This is an optimization exercise on Yosys and OpenROAD, whose aim is small area, a short achievable clock period and few clock cycles, not a production implementation.
Function was checked by simulation only, so behaviour that the tests miss may differ from the original.

<file path="flow/config.mk">
export PLATFORM = sky130hd
export DESIGN_NAME = Top
export DESIGN_NICKNAME = Top
export VERILOG_FILES = /design/flow/design.v
export SDC_FILE = /design/flow/constraint.sdc
export NUM_CORES = 4
export LEC_CHECK = 0
export CAP_MARGIN = 20
export CORE_MARGIN = 2
export CORE_UTILIZATION = 40
export SLEW_MARGIN = 20
</file>
<file path="flow/constraint.sdc">
create_clock -name core_clock -period 74.0 [get_ports {clk}]
set_input_delay 14.8000 -clock core_clock [delete_from_list [all_inputs] [get_ports {clk}]]
set_output_delay 14.8000 -clock core_clock [all_outputs]
set_load 0.01 [all_outputs]
</file>
<file path="flow/design.v">
`timescale 1ns / 1ps
module SRegister_Decoder(
    input  [3:0] sel,
    output [7:0] sreg_wr_ctrl_signals   
);
parameter
Rcol = 4'b0001,
Rrow = 4'b0010,
Ri   = 4'b0011, 
Rj   = 4'b0100, 
Rtotal = 4'b0101, 
Raddress = 4'b0110, 
Rbnd = 4'b0111, 
RcolTemp = 4'b1000;
parameter
Rcol_write = 8'b10_00_00_00,
Rrow_write = 8'b01_00_00_00,
Ri_write   = 8'b00_10_00_00,
Rj_write   = 8'b00_01_00_00,
Rtotal_write     = 8'b00_00_10_00,
Raddress_write   = 8'b00_00_01_00,
Rbnd_write       = 8'b00_00_00_10,
RcolTemp_write   = 8'b00_00_00_01 ;
assign sreg_wr_ctrl_signals = (sel == Rcol)? Rcol_write:
                              (sel == Rrow)? Rrow_write: 
                              (sel == Ri)? Ri_write:
                              (sel == Rj)? Rj_write:
                              (sel == Rtotal)? Rtotal_write:
                              (sel == Raddress)? Raddress_write:
                              (sel == Rbnd)? Rbnd_write:
                              (sel == RcolTemp)? RcolTemp_write:
                              8'b0;
endmodule
module AC (
    input clk,
    input rst,
    input write,
    input [17:0] din,
    output reg[17:0] dout
);
always @(posedge clk)
	begin
        if (rst) dout <= 18'b0;
        else if (write) dout <= din;
	end
endmodule
`timescale 1ns / 1ps
module ALU(
    input clk,
    input rst,
    input [3:0] alu_sel,
    input [17:0] a,b,
    output reg[17:0] c,
    output lsb,neg
);
always @(posedge clk) begin
    if (rst) c <= 18'b0;
    else
    case(alu_sel)
    4'b0001: c <= a;
    4'b0010: c <= b;
    4'b0011: c <= b+1;
    4'b0100: c <= b+2;
    4'b0101: c <= b+3;
    4'b0110: c <= b-1;
    4'b0111: c <= b-2;
    4'b1000: c <= b-3;
    4'b1001: c <= b+a;
    4'b1010: c <= b-a;
    4'b1011: c <= b*a;
    4'b1100: c <= b/a;
    4'b1101: c <= {a[8:0],b[8:0]};
    default: c <= c;
    endcase
end
assign lsb = c[0];
assign neg = c[17];
endmodule
`timescale 1ns / 1ps
module ALU_Mux_A(
    input [3:0] select,
    input [17:0] dout1_idr, dout_mdr, 
    dout_rcol, dout_rrow, dout_ri, dout_rj, dout_rtotal, dout_address, dout_rbnd, dout_rcoltemp,
    output [17:0] alu_a
);
parameter 
idr1_sel = 4'b0001,
mdr_sel  = 4'b0010,
rcol_sel = 4'b0011,
rrow_sel = 4'b0100,
ri_sel   = 4'b0101,
rj_sel   = 4'b0110,
rtotal_sel   = 4'b0111,
raddress_sel = 4'b1000,
rbnd_sel     = 4'b1001,
rcoltemp_sel = 4'b1010;
assign alu_a = (select == idr1_sel)? dout1_idr:
               (select == mdr_sel)? dout_mdr:
               (select == rcol_sel)? dout_rcol:
               (select == rrow_sel)? dout_rrow:
               (select == ri_sel)? dout_ri:
               (select == rj_sel)? dout_rj:
               (select == rtotal_sel)? dout_rtotal:
               (select == raddress_sel)? dout_address:
               (select == rbnd_sel)? dout_rbnd:
               (select == rcoltemp_sel)? dout_rcoltemp:
               18'b0;
endmodule 
`timescale 1ns / 1ps
module ALU_Mux_B(
    input [1:0] select,
    input [17:0] dout_tr, dout_ac,
    output [17:0] alu_b
);
parameter 
tr_sel = 2'b01,
ac_sel = 2'b10;
assign alu_b = (select == tr_sel)? dout_tr:
               (select == ac_sel)? dout_ac:
               18'b0;
endmodule 
module control_unit(
input clk,
input rst,
input N_flag,
input lsb,
input [8:0] addr,  
input [8:0] IR,  
output reg [35:0] MIR
);
function [35:0] rom_word;
    input [8:0] a;
    begin
        if (a[8:7] != 2'b00) rom_word = 36'b0;
        else case (a[6:0])
        7'd0: rom_word = 36'b000000001_010000000_0000_0_00_0000_0000_00_0;
        7'd1: rom_word = 36'b000000010_000000001_0000_0_01_0000_0000_00_0;
        7'd2: rom_word = 36'b000000011_010100000_0000_0_00_0000_0000_00_0;
        7'd3: rom_word = 36'b000000000_000000000_0000_0_00_0000_0000_00_0;
        7'd4: rom_word = 36'b000000101_000000001_0000_0_11_0000_0000_00_0;
        7'd5: rom_word = 36'b000000110_001000001_0000_0_01_0000_0000_00_0;
        7'd6: rom_word = 36'b000000111_000000000_0000_0_00_1101_0001_01_0;
        7'd7: rom_word = 36'b000001000_000010000_0000_0_00_0000_0000_00_0;
        7'd8: rom_word = 36'b000001001_000001000_0000_0_00_0000_0000_00_0;
        7'd9: rom_word = 36'b000001010_000000000_0000_0_00_0001_0010_00_0;
        7'd10: rom_word = 36'b000000000_000000010_0000_0_00_0000_0000_00_0;
        7'd11: rom_word = 36'b000001100_000000001_0000_0_01_0000_0000_00_0;
        7'd12: rom_word = 36'b000001101_000100000_0000_0_00_0000_0000_00_0;
        7'd13: rom_word = 36'b000001110_000000000_0000_0_00_0001_0000_00_0;
        7'd14: rom_word = 36'b000001111_000010000_0000_0_00_0000_0000_00_0;
        7'd15: rom_word = 36'b000010000_000001000_0000_0_00_0000_0000_00_0;
        7'd16: rom_word = 36'b000010001_000000000_0000_0_00_0001_0010_00_0;
        7'd17: rom_word = 36'b000000000_000000010_0000_0_00_0000_0000_00_0;
        7'd18: rom_word = 36'b000010011_000000001_0000_0_01_0000_0000_00_0;
        7'd19: rom_word = 36'b000010100_000100000_0000_0_00_0000_0000_00_0;
        7'd20: rom_word = 36'b000010101_000000000_0000_0_00_0001_0000_00_0;
        7'd21: rom_word = 36'b000000000_000000010_0000_0_00_0000_0000_00_0;
        7'd22: rom_word = 36'b000010111_000000001_0000_0_01_0010_0000_10_0;
        7'd23: rom_word = 36'b000011000_000100000_0000_0_00_0000_0000_00_0;
        7'd24: rom_word = 36'b000000000_000000000_0000_0_00_0000_0000_00_0;
        7'd25: rom_word = 36'b000011010_000000001_0000_0_01_0010_0000_10_0;
        7'd26: rom_word = 36'b000011011_000100100_0000_0_00_0000_0000_00_0;
        7'd27: rom_word = 36'b000011100_000000000_0000_0_00_0001_0000_00_0;
        7'd28: rom_word = 36'b000011101_000010000_0000_0_00_0000_0000_00_0;
        7'd29: rom_word = 36'b000000000_000000000_0000_1_00_0000_0000_00_0;
        7'd30: rom_word = 36'b000011111_000000000_0000_0_00_0011_0000_10_0;
        7'd31: rom_word = 36'b000000000_000000010_0000_0_00_0000_0000_00_0;
        7'd32: rom_word = 36'b000100001_000000000_0000_0_00_0100_0000_10_0;
        7'd33: rom_word = 36'b000000000_000000010_0000_0_00_0000_0000_00_0;
        7'd34: rom_word = 36'b000100011_000000000_0000_0_00_0101_0000_10_0;
        7'd35: rom_word = 36'b000000000_000000010_0000_0_00_0000_0000_00_0;
        7'd36: rom_word = 36'b000100101_000000000_0000_0_00_0110_0000_10_0;
        7'd37: rom_word = 36'b000000000_000000010_0000_0_00_0000_0000_00_0;
        7'd38: rom_word = 36'b000100111_000000000_0000_0_00_0111_0000_10_0;
        7'd39: rom_word = 36'b000000000_000000010_0000_0_00_0000_0000_00_0;
        7'd40: rom_word = 36'b000101001_000000000_0000_0_00_1000_0000_10_0;
        7'd41: rom_word = 36'b000000000_000000010_0000_0_00_0000_0000_00_0;
        7'd42: rom_word = 36'b000101011_000000001_0000_0_01_0000_0000_00_0;
        7'd43: rom_word = 36'b000101100_000100000_0000_0_00_0000_0000_00_0;
        7'd44: rom_word = 36'b000101101_000000000_0000_0_00_1001_0000_10_0;
        7'd45: rom_word = 36'b000000000_000000010_0000_0_00_0000_0000_00_0;
        7'd46: rom_word = 36'b000101111_000000001_0000_0_01_0000_0000_00_0;
        7'd47: rom_word = 36'b000110000_000100000_0000_0_00_0000_0000_00_0;
        7'd48: rom_word = 36'b000110001_000000000_0000_0_00_1010_0000_10_0;
        7'd49: rom_word = 36'b000000000_000000010_0000_0_00_0000_0000_00_0;
        7'd50: rom_word = 36'b000110011_000000001_0000_0_01_0000_0000_00_0;
        7'd51: rom_word = 36'b000110100_000000000_0000_0_00_1011_0001_10_0;
        7'd52: rom_word = 36'b000000000_000000010_0000_0_00_0000_0000_00_0;
        7'd53: rom_word = 36'b000110110_000000001_0000_0_01_0000_0000_00_0;
        7'd54: rom_word = 36'b000110111_000000000_0000_0_00_1100_0001_10_0;
        7'd55: rom_word = 36'b000000000_000000010_0000_0_00_0000_0000_00_0;
        7'd56: rom_word = 36'b000111001_000000001_0000_0_01_0000_0000_00_0;
        7'd57: rom_word = 36'b000111010_000000000_0000_0_00_0001_0001_00_0;
        7'd58: rom_word = 36'b000000000_000000010_0000_0_00_0000_0000_00_0;
        7'd59: rom_word = 36'b000111100_000000001_0000_0_01_0000_0000_00_0;
        7'd60: rom_word = 36'b000111101_000100000_0000_0_00_0000_0000_00_0;
        7'd61: rom_word = 36'b000111110_000000000_0000_0_00_1011_0000_10_0;
        7'd62: rom_word = 36'b000000000_000000010_0000_0_00_0000_0000_00_0;
        7'd63: rom_word = 36'b000000000_000000000_0000_0_00_0000_0000_00_0;
        7'd64: rom_word = 36'b001000001_000000001_0000_0_00_0000_0000_00_0;
        7'd65: rom_word = 36'b000000000_100000000_0000_0_00_0000_0000_00_0;
        7'd66: rom_word = 36'b000000000_000000000_0000_0_01_0000_0000_00_0;
        7'd67: rom_word = 36'b000000000_000000000_0000_0_00_0000_0000_00_0;
        7'd68: rom_word = 36'b001000101_000000001_0000_0_00_0000_0000_00_0;
        7'd69: rom_word = 36'b000000000_100000000_0000_0_00_0000_0000_00_0;
        7'd70: rom_word = 36'b000000000_000000000_0000_0_01_0000_0000_00_0;
        7'd71: rom_word = 36'b000000000_000000000_0000_0_00_0000_0000_00_0;
        7'd72: rom_word = 36'b001001001_000000001_0000_0_00_0000_0000_00_0;
        7'd73: rom_word = 36'b000000000_100000000_0000_0_00_0000_0000_00_0;
        7'd74: rom_word = 36'b000000000_000000000_0000_0_01_0000_0000_00_0;
        7'd75: rom_word = 36'b001001011_000000000_0000_0_01_0000_0000_00_1;
        default: rom_word = 36'b0;
        endcase
    end
endfunction
parameter FETCH4 = 9'd3;
parameter JUMPLSB = 9'd63;
parameter JUMPNLSB = 9'd67;
parameter JUMPNNEG = 9'd71;
parameter STORER3 = 9'd24;
parameter LDARC3 = 9'd13;
parameter LOAD3 = 9'd20;
parameter STACR3 = 9'd27;
parameter ADD3 = 9'd44;
parameter MULR3 = 9'd61;
parameter SUB3 = 9'd48;
parameter
Rcol = 9'b000000001,
Rrow = 9'b000000010,
Ri   = 9'b000000011, 
Rj   = 9'b000000100, 
Rtotal = 9'b000000101, 
Raddress = 9'b000000110, 
Rbnd  = 9'b000000111, 
RcolTemp = 9'b000001000;
parameter
rcol_sel = 4'b0011,
rrow_sel = 4'b0100,
ri_sel   = 4'b0101,
rj_sel   = 4'b0110,
rtotal_sel   = 4'b0111,
raddress_sel = 4'b1000,
rbnd_sel     = 4'b1001,
rcoltemp_sel = 4'b1010;
wire [3:0] mux_sel;
wire [35:0] ROMA = rom_word(addr);
assign mux_sel = (IR == Rcol)? rcol_sel :
                (IR == Rrow)? rrow_sel :
                (IR == Ri)? ri_sel :
                (IR == Rj)? rj_sel :
                (IR == Rtotal)? rtotal_sel :
                (IR == Raddress)? raddress_sel :
                (IR == Rbnd)? rbnd_sel :
                (IR == RcolTemp)? rcoltemp_sel:  4'b0;
always @(negedge clk)
begin
    if (rst) MIR <= 36'b0;
    else
        case(addr)
            FETCH4 : MIR <= {IR,ROMA[26:0]};
            JUMPLSB  : if (lsb == 1'b0) MIR <= {9'd64,ROMA[26:0]};
                        else MIR <= {9'd66,ROMA[26:0]};
            JUMPNLSB  : if (lsb == 1'b1) MIR <= {9'd68,ROMA[26:0]};
                        else MIR <= {9'd70,ROMA[26:0]};
            JUMPNNEG  : if (N_flag == 1'b0) MIR <= {9'd72,ROMA[26:0]};
                       else MIR <= {9'd74,ROMA[26:0]};         
            STORER3  : MIR <= {ROMA[35:18],IR[3:0],ROMA[13:0]};
            LDARC3 :  MIR <= {ROMA[35:7],mux_sel,ROMA[2:0]};
            LOAD3  :  MIR <= {ROMA[35:7],mux_sel,ROMA[2:0]};
            STACR3 :  MIR <= {ROMA[35:7],mux_sel,ROMA[2:0]};
            ADD3   :  MIR <= {ROMA[35:7],mux_sel,ROMA[2:0]};
            MULR3  :  MIR <= {ROMA[35:7],mux_sel,ROMA[2:0]};
            SUB3   :  MIR <= {ROMA[35:7],mux_sel,ROMA[2:0]};
            default : MIR <= ROMA;
        endcase
	end
endmodule
module IAR (
    input clk,
    input rst,
    input inc,
    input write,
    input [8:0] din,
    output reg[8:0] dout
);
always @(posedge clk)
	begin
        if (inc) dout <= dout + 9'b000000001;
		if (write) dout <= din;
        if (rst) dout <= 9'b0;
	end
endmodule
module IDR (
    input clk,
    input rst,
    input write,
    input [8:0] din,
    output reg[17:0] dout1,
    output reg[8:0]  dout2
);
always @(posedge clk)
	begin
		if (rst) begin
		  dout2 <= 9'b0;
		  dout1 <= 18'b0;
		end else if (write) begin
		  dout2 <= din;
		  dout1 <= {9'b0,din};
		end
	end
endmodule
module IR (
    input clk,
    input rst,
    input write,
    input [8:0] din,
    output reg[8:0] dout
);
always @(posedge clk)
	begin
		if (rst) dout <= 9'b0;
		else if (write) dout <= din;
	end
endmodule
module MAR (
    input clk,
    input rst,
    input write,
    input [17:0] din,
    output reg[17:0] dout
);
always @(posedge clk)
	begin
        if (rst) dout <= 18'b0;
        else if (write) dout <= din;
	end
endmodule
`timescale 1ns / 1ps
module MDR(
    input clk,
    input rst,
    input write1,
    input write2,
    input [8:0] din1,
    input [17:0] din2,
    output reg[8:0] dout1,
    output reg[17:0] dout2
);
always @(posedge clk)
	begin
        if (write1) begin
            dout1 <= din1;
            dout2 <= {9'b0,din1};
        end
        if (write2) begin
            dout1 <= din2[8:0];
            dout2 <= din2;
        end
        if (rst) begin
            dout1 <= 9'b0;
            dout2 <= 18'b0;
        end
	end
endmodule
module PC(
    input clk,
    input rst,
    input inc,
    input write,
    input [8:0] din,
    output reg[8:0] dout
);
always @(posedge clk)
	begin
        if (inc) dout <= dout + 9'b000000001;
		if (write) dout <= din;
        if (rst) dout <= 9'b0;
	end
endmodule
module RX (
    input clk,
    input rst,
    input write,
    input [17:0] din,
    output reg[17:0] dout
);
always @(posedge clk)
	begin
        if (rst) dout <= 18'b0;
        else if (write) dout <= din;
	end
endmodule
module TR (
    input clk,
    input rst,
    input write,
    input [8:0] din,
    output reg[17:0] dout
);
always @(posedge clk)
	begin
		if (rst) dout <= 18'b0;
		else if (write) dout <= {9'b0,din};
	end
endmodule
`timescale 1ns / 1ps
module Top(
    input clk,
    input rst,
    output [8:0] imem_addr,
    input  [8:0] imem_data,
    output [17:0] dmem_addr,
    input  [8:0]  dmem_rdata,
    output        dmem_we,
    output [8:0]  dmem_wdata,
    output        done
);
wire [8:0]  pc_to_iar;
wire [8:0] iar_to_iram ;
wire [8:0]  idr2_to_pc_tr_ir;
wire [8:0] ir_to_ctrlunit;
wire [8:0] iram_to_idr;
wire [8:0] mdr_to_dram;
wire [17:0] mar_to_dram;
wire [8:0] dram_to_mdr;
wire [17:0] idr_to_muxa, mdr_to_muxa, rcol_to_muxa, rrow_to_muxa, 
ri_to_muxa, rj_to_muxa, rtotal_to_muxa, address_to_muxa, rbnd_to_muxa, rcoltemp_to_muxa;
wire [17:0] muxa_to_alu;
wire [17:0] tr_to_muxb, ac_to_muxb;
wire  [17:0] muxb_to_alu;
wire [17:0] alu_c;
wire lsb,neg;
wire [7:0] decoder_to_sreg_signals;
wire [35:0] all_ctrl_signals;
PC PC(
    .clk(clk),
    .rst(rst),
    .write(all_ctrl_signals[26]),
    .inc(all_ctrl_signals[11]),
    .din(idr2_to_pc_tr_ir),
    .dout(pc_to_iar)
);
IAR IAR(
    .clk(clk),
    .rst(rst),
    .write(all_ctrl_signals[25]),
    .inc(all_ctrl_signals[12]),
    .din(pc_to_iar),
    .dout(iar_to_iram)
);
IDR IDR(
    .clk(clk),
    .rst(rst),
    .write(all_ctrl_signals[18]),
    .din(iram_to_idr),
    .dout1(idr_to_muxa),
    .dout2(idr2_to_pc_tr_ir)
);
TR TR(
    .clk(clk),
    .rst(rst),
    .write(all_ctrl_signals[24]),
    .din(idr2_to_pc_tr_ir),
    .dout(tr_to_muxb)
);
IR IR(
    .clk(clk),
    .rst(rst),
    .write(all_ctrl_signals[23]),
    .din(idr2_to_pc_tr_ir),
    .dout(ir_to_ctrlunit)
);
MAR MAR(
    .clk(clk),
    .rst(rst),
    .write(all_ctrl_signals[22]),
    .din(alu_c),
    .dout(mar_to_dram)
);
MDR MDR(
    .clk(clk),
    .rst(rst),
    .write1(all_ctrl_signals[21]),
    .write2(all_ctrl_signals[20]),
    .din1(dram_to_mdr),
    .din2(alu_c),
    .dout1(mdr_to_dram),
    .dout2(mdr_to_muxa)
);
AC AC(
    .clk(clk),
    .rst(rst),
    .write(all_ctrl_signals[19]),
    .din(alu_c),
    .dout(ac_to_muxb)
);
RX Rcol(
    .clk(clk),
    .rst(rst),
    .write(decoder_to_sreg_signals[7]),
    .din(alu_c),
    .dout(rcol_to_muxa)
);
RX Rrow(
    .clk(clk),
    .rst(rst),
    .write(decoder_to_sreg_signals[6]),
    .din(alu_c),
    .dout(rrow_to_muxa)
);
RX Ri(
    .clk(clk),
    .rst(rst),
    .write(decoder_to_sreg_signals[5]),
    .din(alu_c),
    .dout(ri_to_muxa)
);
RX Rj(
    .clk(clk),
    .rst(rst),
    .write(decoder_to_sreg_signals[4]),
    .din(alu_c),
    .dout(rj_to_muxa)
);
RX Rtotal(
    .clk(clk),
    .rst(rst),
    .write(decoder_to_sreg_signals[3]),
    .din(alu_c),
    .dout(rtotal_to_muxa)
);
RX Raddress(
    .clk(clk),
    .rst(rst),
    .write(decoder_to_sreg_signals[2]),
    .din(alu_c),
    .dout(address_to_muxa)
);
RX Rbnd(
    .clk(clk),
    .rst(rst),
    .write(decoder_to_sreg_signals[1]),
    .din(alu_c),
    .dout(rbnd_to_muxa)
);
RX Rcoltemp(
    .clk(clk),
    .rst(rst),
    .write(decoder_to_sreg_signals[0]),
    .din(alu_c),
    .dout(rcoltemp_to_muxa)
);
ALU_Mux_A ALU_Mux_A(
    .select(all_ctrl_signals[6:3]),
    .dout1_idr(idr_to_muxa), 
    .dout_mdr(mdr_to_muxa), 
    .dout_rcol(rcol_to_muxa), 
    .dout_rrow(rrow_to_muxa), 
    .dout_ri(ri_to_muxa), 
    .dout_rj(rj_to_muxa), 
    .dout_rtotal(rtotal_to_muxa), 
    .dout_address(address_to_muxa), 
    .dout_rbnd(rbnd_to_muxa),
    .dout_rcoltemp(rcoltemp_to_muxa),
    .alu_a(muxa_to_alu)
);
ALU_Mux_B ALU_Mux_B(
    .select(all_ctrl_signals[2:1]),
    .dout_tr(tr_to_muxb), 
    .dout_ac(ac_to_muxb),
    .alu_b(muxb_to_alu)
);
ALU ALU(
    .clk(clk),
    .rst(rst),
    .alu_sel(all_ctrl_signals[10:7]),
    .a(muxa_to_alu),
    .b(muxb_to_alu),
    .c(alu_c),
    .lsb(lsb),
    .neg(neg)
);
SRegister_Decoder  SRegister_Decoder(
    .sel(all_ctrl_signals[17:14]),
    .sreg_wr_ctrl_signals(decoder_to_sreg_signals)
);
control_unit control_unit(
    .clk(clk),
    .rst(rst),
    .N_flag(neg),
    .lsb(lsb),
    .addr(all_ctrl_signals[35:27]),
    .IR(ir_to_ctrlunit),
    .MIR(all_ctrl_signals)
);
assign imem_addr    = iar_to_iram;
assign iram_to_idr  = imem_data;
assign dmem_addr    = mar_to_dram;
assign dram_to_mdr  = dmem_rdata;
assign dmem_we      = all_ctrl_signals[13];
assign dmem_wdata   = mdr_to_dram;
assign done         = all_ctrl_signals[0];
endmodule
</file>
<file path="flow/run.sh">
#!/bin/bash
# synth_recipe.tcl (not shown) runs the flow's synth.tcl, then flattens the netlist and writes it again
# the make line also repeats each setting of config.mk as NAME=value (left out here)
make -C /OpenROAD-flow-scripts/flow DESIGN_CONFIG=/design/flow/config.mk WORK_HOME=/design/flow/orfs CLKGATE_MAP_FILE= SYNTH_SCRIPT=/design/flow/synth_recipe.tcl finish
</file>
==> impl_metrics.toml <==
[placed_design]
hpwl_um = 86200
dpl_worst_slack_ns = -0.926
port_buffers = 57
globalplace.congestion = 1.02

[worst_setup_path]
worstSetupEndpointType = "register"
cp_max_fo = 22
worstSetupPathType = "register to register"
r2r_slack_ns = 1.69
start_kind = "register"
slowest_delay_ns = 0.67
cp.arrival_ns = 72.78
crit_top_cell = "ha_1"
cp_slowest_cell = "or4b_2"
cp_data_required_time_ns = 74.48

[grt]
met1_usage = 0.384
grt_max_degree = 103
gr-max-usage-layer = "met2"
antenna_found_initial = 0
gr-usage-all-layers = 0.290
first_global_vias = 29073
use_met2 = 0.464
met3_usage = 0.0476
grt.overflow.total = 0
grt_pass1_wl_um = 177000

[sta]
setup-violations-final = 0
setup_tns_ns = 0
skew_ns = 0.0453
tightest_slew_ns = 1.18
maxSlewViolCount = 0
finalHoldViolations = 0
layout_setup_ws_ns = 1.69
maxSlewHeadroom = 0.210

[floorplanning]
die_w_um = 281
rows = 101
die_y_um = 281
dieArea_um2 = 78800
start_util = 0.403
core_um2 = 75900
top_level_ports = 58

[cts]
path_clk_slew_ns = 0.07
cts_made_buffers = 31
clk_path_buf_depth = 3
cts_sinks = 325
clk_latency_ns = 0.62
htree_num_levels = 1
root_buffer = "clkbuf_16"
cts_tree = "built"
postCtsHoldBufs = 0

[synth]
syn_area_um2 = 30600
avgSynthCellArea_um2 = 7.57
ys_seq_elements = 325
ys_async_sr_fraction = 0
synth_top_flop_cell = "dfxtp_1"
synthCells = 4046
synth_edf_count = 0
seq_area_frac_synth = 0.212
synth_nets = 4451
ys_types = 109
yosysWarningCount = 11

[final_layout]
syn2layout_area_growth_pct = 13.6
n_antenna_cell = 0
drive_above_1_share = 0.103
nets = 4566
postLayoutCoreUtil = 0.458

[route]
wl_per_cell_um = 22.5
drtIter0Drc = 2808
antenna_left = 0
routed_wirelength_um = 118000
num_vias = 30697
firstDrtPassIters = 7
via_per_inst = 5.89
drc = 0

[status]
status = "no timing/DRC/antenna violations"

[job]
maxCapViolCount = 0

[min_path]
hold_path.class = "register to register"
## metrics by stage
stage,cells,hold WS (ns),area (µm²)
detailed placement,5065,0.413,32900
CTS,5193,0.420,34200
finish,5216,0.416,34800
floorplan,4046,0.406,30600
global route,5216,0.426,34800
global placement,5064,0.408,32900
## layout make-up
class                           instances  area, µm²
Inverter                              258        972
Clock buffer                           41        901
Sequential cell                       325       6520
Fill cell                            7695      41100
Clock inverter                         81        365
Multi-Input combinational cell       3232      22700
Timing Repair Buffer                  249       2080
Tap cell                             1030       1290
## Yosys cell counts (all sizes together) (48+ instances only)
cell type	number	area, µm²
o21ai	170	855
xnor2	90	788
xor2	54	473
nand2	624	2340
buf	58	319
a21oi	387	1940
nor3	106	547
fa	111	2220
mux2i	97	983
o21a	58	435
ha	274	3430
clkbuf	172	646
a21o	48	360
nand3	65	330
dfxtp	325	6510
inv	250	938
nor2	417	1570
## placed cells by master (no fill, tap or decap), types with 35 or more instances in the layout
master           netlist  layout
nand3_1               64      63
mux2_2                41      41
xor2_1                54      54
nor3_1               104      98
and2_1                38      38
nor2_1               415     412
fa_1                 111     111
clkdlybuf4s50_1        0      56
nand2b_1              38      38
o21a_1                58      58
inv_1                243     307
buf_4                 15     186
a21o_1                48      47
o21ai_0              163     146
mux2i_1               96      92
clkbuf_16              0      35
nand2_1              624     623
dfxtp_1              325     320
a21oi_1              385     373
ha_1                 274     273
xnor2_1               90      90
## state kept, by name, indices dropped and copies added (netlist names), 18 cells and up, named ones only
register,cells
MAR.dout,18
control_unit.MIR,36
Rrow.dout,18
Rcol.dout,18
Rj.dout,18
Raddress.dout,18
ALU.c,18
Rbnd.dout,18
AC.dout,18
Rtotal.dout,18
Rcoltemp.dout,18
MDR.dout2,18
Ri.dout,18
## final timing paths
kind                                     startpoint                   end  cells past startpoint
worst min register to register             register  control_unit.MIR[21]                      1
worst max-delay path            control_unit.MIR[4]              ALU.c[0]                    160
worst min-delay path                       register  control_unit.MIR[21]                      1
worst max register to register  control_unit.MIR[4]              ALU.c[0]                    160
## worst max-delay path: cells and delay by family (launching register included)
kind / cells / cell delay (ns)
and+or+nand+nor: 26 / 5.65
muxes: 7 / 1.90
DFF: 1 / 0.37
buffers and inverters: 8 / 1.23
adders and majority gates: 17 / 4.94
AOI/OAI and AO/OA: 102 / 21.05
## cell families after synthesis
logic type / after synthesis / share of synthesized area
and+or+nand+nor: 1498 / 0.221
AOI/OAI and AO/OA: 1058 / 0.224
buffers and inverters: 489 / 0.0632
adders and majority gates: 386 / 0.185
DFF: 325 / 0.212
xor gates and xnor gates: 151 / 0.0463
muxes: 139 / 0.0479
## timing repair
action,4_1_cts,5_1_grt
gates cloned,0,1
endpoints found under the setup margin,1,2
buffers inserted,7,22
resized for setup,5,103
pin swaps,3,35
## layer usage
metal  vias to the layer above  share of wire
met4                         0          0.049
met1                     14663           0.42
li1                      14415              -
met2                      1353           0.44
met3                       266          0.084
met5                         -              0
Testbench counts, summed over its fixed seeds: cycles 609,154.
